Background: an optimization exercise with open tools, aiming at small area. Do not read the settings as production practice.
At most, simulation tests tie the RTL to the original design; equivalence was not proved.
Power figures rest on the tool's default switching activity, not on a simulated workload. The clock port is modelled as an ideal driver; clocking choices that lean on that would not hold on a real chip.

==> flow/design.v (excerpt) <==
module facedet_display(
    input wire clk,
    input wire rst,
    output wire [14:0] rd_addr,
    input wire [19:0] ii_rddata,
    input wire detected_flag,
    input wire continuous,
    output wire vga_hsync,
    output wire vga_vsync,
    output wire [3:0] vga_r,
    output wire [3:0] vga_g,
    output wire [3:0] vga_b
    );
Size: roughly 680 flip-flops, about 53 I/O pins.
clock: 12.0 ns
lec_check: 0
cap_margin: 20
core_margin: 2
core_utilization: 65
cts_cluster_diameter: 60
cts_cluster_size: 40
place_density: 0.7
slew_margin: 20
run.sh (not shown) runs the stock make flow with config.mk's settings and CLKGATE_MAP_FILE= SYNTH_SCRIPT=/design/flow/synth_recipe.tcl, a recipe that flattens the netlist after the stock synthesis.
Edit:
==> flow/flow/run.sh (new file) <==
#!/bin/bash
# Standard layout with three changes: logic cells shrunk to their smallest
# drive after floorplanning, port buffers of the smallest buffer cell, and
# clock tree synthesis without dummy loads and with larger sink clusters.
set -euo pipefail
here=$(pwd)
export POST_FLOORPLAN_TCL=$here/flow/downsize.tcl
export BUFFER_PORTS_ARGS="-buffer_cell sky130_fd_sc_hd__buf_1"
export CTS_ARGS="-sink_clustering_enable -repair_clock_nets -dont_use_dummy_load -sink_clustering_size 36 -sink_clustering_max_diameter 100"
bash standard.sh > $here/standard.log 2>&1
==> flow/flow/downsize.tcl (new file) <==
# Shrink each logic cell to the smallest drive strength of its family. The
# design has several ns of slack at its period; the resizer's later
# repair_design restores drive wherever a slew or load limit needs it.
set dont_use [split $::env(DONT_USE_CELLS)]
set n 0
set saved 0.0
foreach inst [get_cells *] {
  set master [get_property $inst ref_name]
  if { ![regexp {^(sky130_fd_sc_hd__[a-z0-9]+)_([0-9]+)$} $master -> base sz] } { continue }
  if { [regexp {^sky130_fd_sc_hd__(df|ed|sd|dl|tap|fill|decap|conb|clk|probe|lpflow)} $master] } { continue }
  set cur [lindex [get_lib_cells */$master] 0]
  set best $master
  set best_area [get_property $cur area]
  set area0 $best_area
  foreach lc [get_lib_cells */${base}_*] {
    set name [get_property $lc name]
    if { ![regexp "^${base}_\[0-9\]+\$" $name] } { continue }
    if { [lsearch -exact $dont_use $name] >= 0 } { continue }
    set a [get_property $lc area]
    if { $a < $best_area } {
      set best $name
      set best_area $a
    }
  }
  if { $best ne $master } {
    replace_cell $inst $best
    incr n
    set saved [expr {$saved + $area0 - $best_area}]
  }
}
puts "downsize.tcl: replaced $n cells, [format %.1f $saved] um2 less"
==> flow/standard.sh (new file) <==
#!/bin/bash
# synth_recipe.tcl (not shown) runs the flow's synth.tcl, then flattens the netlist and writes it again
# the make line also repeats each setting of config.mk as NAME=value (left out here)
make -C /OpenROAD-flow-scripts/flow DESIGN_CONFIG=/design/flow/config.mk WORK_HOME=/design/flow/orfs CLKGATE_MAP_FILE= SYNTH_SCRIPT=/design/flow/synth_recipe.tcl "${@:-finish}"
CORE_UTILIZATION = 45   (was 65)
CTS_CLUSTER_DIAMETER = default   (was 60)
CTS_CLUSTER_SIZE = default   (was 40)
PLACE_DENSITY = 0.6   (was 0.7)
removed: flow/run.sh
After rerunning:
- final cell count increases by 7.3%
- clock power falls by 28%
- power fell by 10%
- flip-flop and latch count does not change
- count of clock-buffer cells in the layout went down by 6
- global-route usage shrinks by 5.0 points
- core utilization shrinks by 24 points
- worst setup slack gets better by 0.17 ns
- fmax grows by 3.1%
Edit:
==> flow/run.sh (new file) <==
#!/bin/bash
# synth_recipe.tcl (not shown) runs the flow's synth.tcl, then flattens the netlist and writes it again
# the make line also repeats each setting of config.mk as NAME=value (left out here)
make -C /OpenROAD-flow-scripts/flow DESIGN_CONFIG=/design/flow/config.mk WORK_HOME=/design/flow/orfs CLKGATE_MAP_FILE= SYNTH_SCRIPT=/design/flow/synth_recipe.tcl finish
CTS_CLUSTER_DIAMETER = 100   (was default)
CTS_CLUSTER_SIZE = 36   (was default)
removed: flow/flow/run.sh
removed: flow/flow/downsize.tcl
removed: flow/standard.sh
Result: Wire length increases by 2.4%. Design area came out higher by 2.1%. Sequential share of layout area is lower by 1.7 points. Cell count is about the same. First-iteration DRC count rose by 5.3%.
Edit:
CTS_CLUSTER_DIAMETER = 200   (was 100)
CTS_CLUSTER_SIZE = 30   (was 36)
Outcome:
- The new run finished clean
- synthesized area is unchanged
- die area is unchanged
- fmax stays flat
- combinational power barely changes
- final cell count barely changes
- worst setup slack is about the same
- worst hold slack loses 0.013 ns
- synthesized cell count does not change
- non-clock buffer count is unchanged
- total power came out higher slightly
No run of this note included a check of the RTL's function; only the layout flow was run.

---

facedet_display, a different RTL version from the one above (not shown whole).
Size: about 1100 cells after synthesis, roughly 16000 um^2 of cells after synthesis.
Settings: LEC_CHECK=0, CAP_MARGIN=20, CORE_MARGIN=2, CORE_UTILIZATION=45, CTS_CLUSTER_DIAMETER=50, CTS_CLUSTER_SIZE=40, PLACE_DENSITY=0.6, SLEW_MARGIN=20; clock period 12.0 ns.
Stock flow here: none of the scripts above is used.
The baseline finished with timing, DRC and antenna clean.
Rerun with:
- CORE_UTILIZATION: 45 -> 70
- CTS_BUF_LIST: unset -> sky130_fd_sc_hd__clkbuf_8
- CTS_CLUSTER_DIAMETER: 50 -> unset
- CTS_CLUSTER_SIZE: 40 -> 30
- PLACE_DENSITY: 0.6 -> 0.8
Total power increases by about 5.6%.
Cell count drops by 3.1%.
Hold slack is better by 0.013 ns.
Core utilization increases by 30 points.
Clock power climbs by about 13%.
Rerun with:
- CORE_UTILIZATION: 70 -> 45
- CTS_BUF_LIST: sky130_fd_sc_hd__clkbuf_8 -> unset
- CTS_CLUSTER_DIAMETER: unset -> 100
- PLACE_DENSITY: 0.8 -> 0.6
Worst hold slack gets better by 0.0053 ns.
Final area came out lower by a few percent.
Count of clock-buffer cells in the layout came out lower by 99.
Synthesized area is unchanged.
Final cell count came out higher slightly.
Clock skew came out lower by 0.0095 ns.
Sequential power barely changes.
Rerun with:
- CTS_CLUSTER_DIAMETER: 100 -> unset
- CTS_CLUSTER_SIZE: 30 -> unset
Outcome: The new run completed without violations. Wire length goes up by 7.8%. Via count goes up by about 4%. Hold slack got worse by 0.013 ns. Worst setup slack gains 0.0088 ns. Cell area grows by 7.3%. Core utilization goes up by 3.6 points. Sequential cell count is unchanged.

-- what the ideal ports hide --
The results above use ideal ports. As a check the final layouts listed here were re-extracted and re-timed, cells and wires unchanged. Step 1 (the two cells are an assumption about what drives the block):
set clk [get_ports {clk}]
set_driving_cell -lib_cell sky130_fd_sc_hd__clkbuf_16 $clk
set_driving_cell -lib_cell sky130_fd_sc_hd__buf_2 [delete_from_list [all_inputs] $clk]
Step 2 adds t to the input delays and takes it off the output delays; t is the mean of the earliest and latest rising clock arrival at the registers after step 1. Input paths then give back, and output paths get back, about the clock's delay inside the block. Slacks: no drivers / after step 1 / after step 2; pairs: no drivers / after step 1.
run	t (ns)	slack for setup (ns)	worst slew at a driven data input, ns	cell pins on the clock port's net
the first run of note 1	0.628	6.230 / 6.182 / 6.810	0.04	1
the second run of note 1	0.579	6.401 / 6.352 / 6.931	0.03	1
the third run of note 1	0.591	6.205 / 6.158 / 6.749	0.04	1
the fourth run of note 1	0.602	6.207 / 6.159 / 6.761	0.04	1
the first run of note 2	0.599	7.777 / 7.789 / 7.199	0.04	1
the second run of note 2	0.642	7.718 / 7.736 / 7.094	0.04	1
the third run of note 2	0.618	7.784 / 7.784 / 7.207	0.04	1
the fourth run of note 2	0.645	7.793 / 7.793 / 7.193	0.04	1
After both steps setup and hold are still met in every run listed. The setup slack of the second run of note 2, which loses most, moves by +0.018 ns with the drivers and by -0.624 ns with both steps.
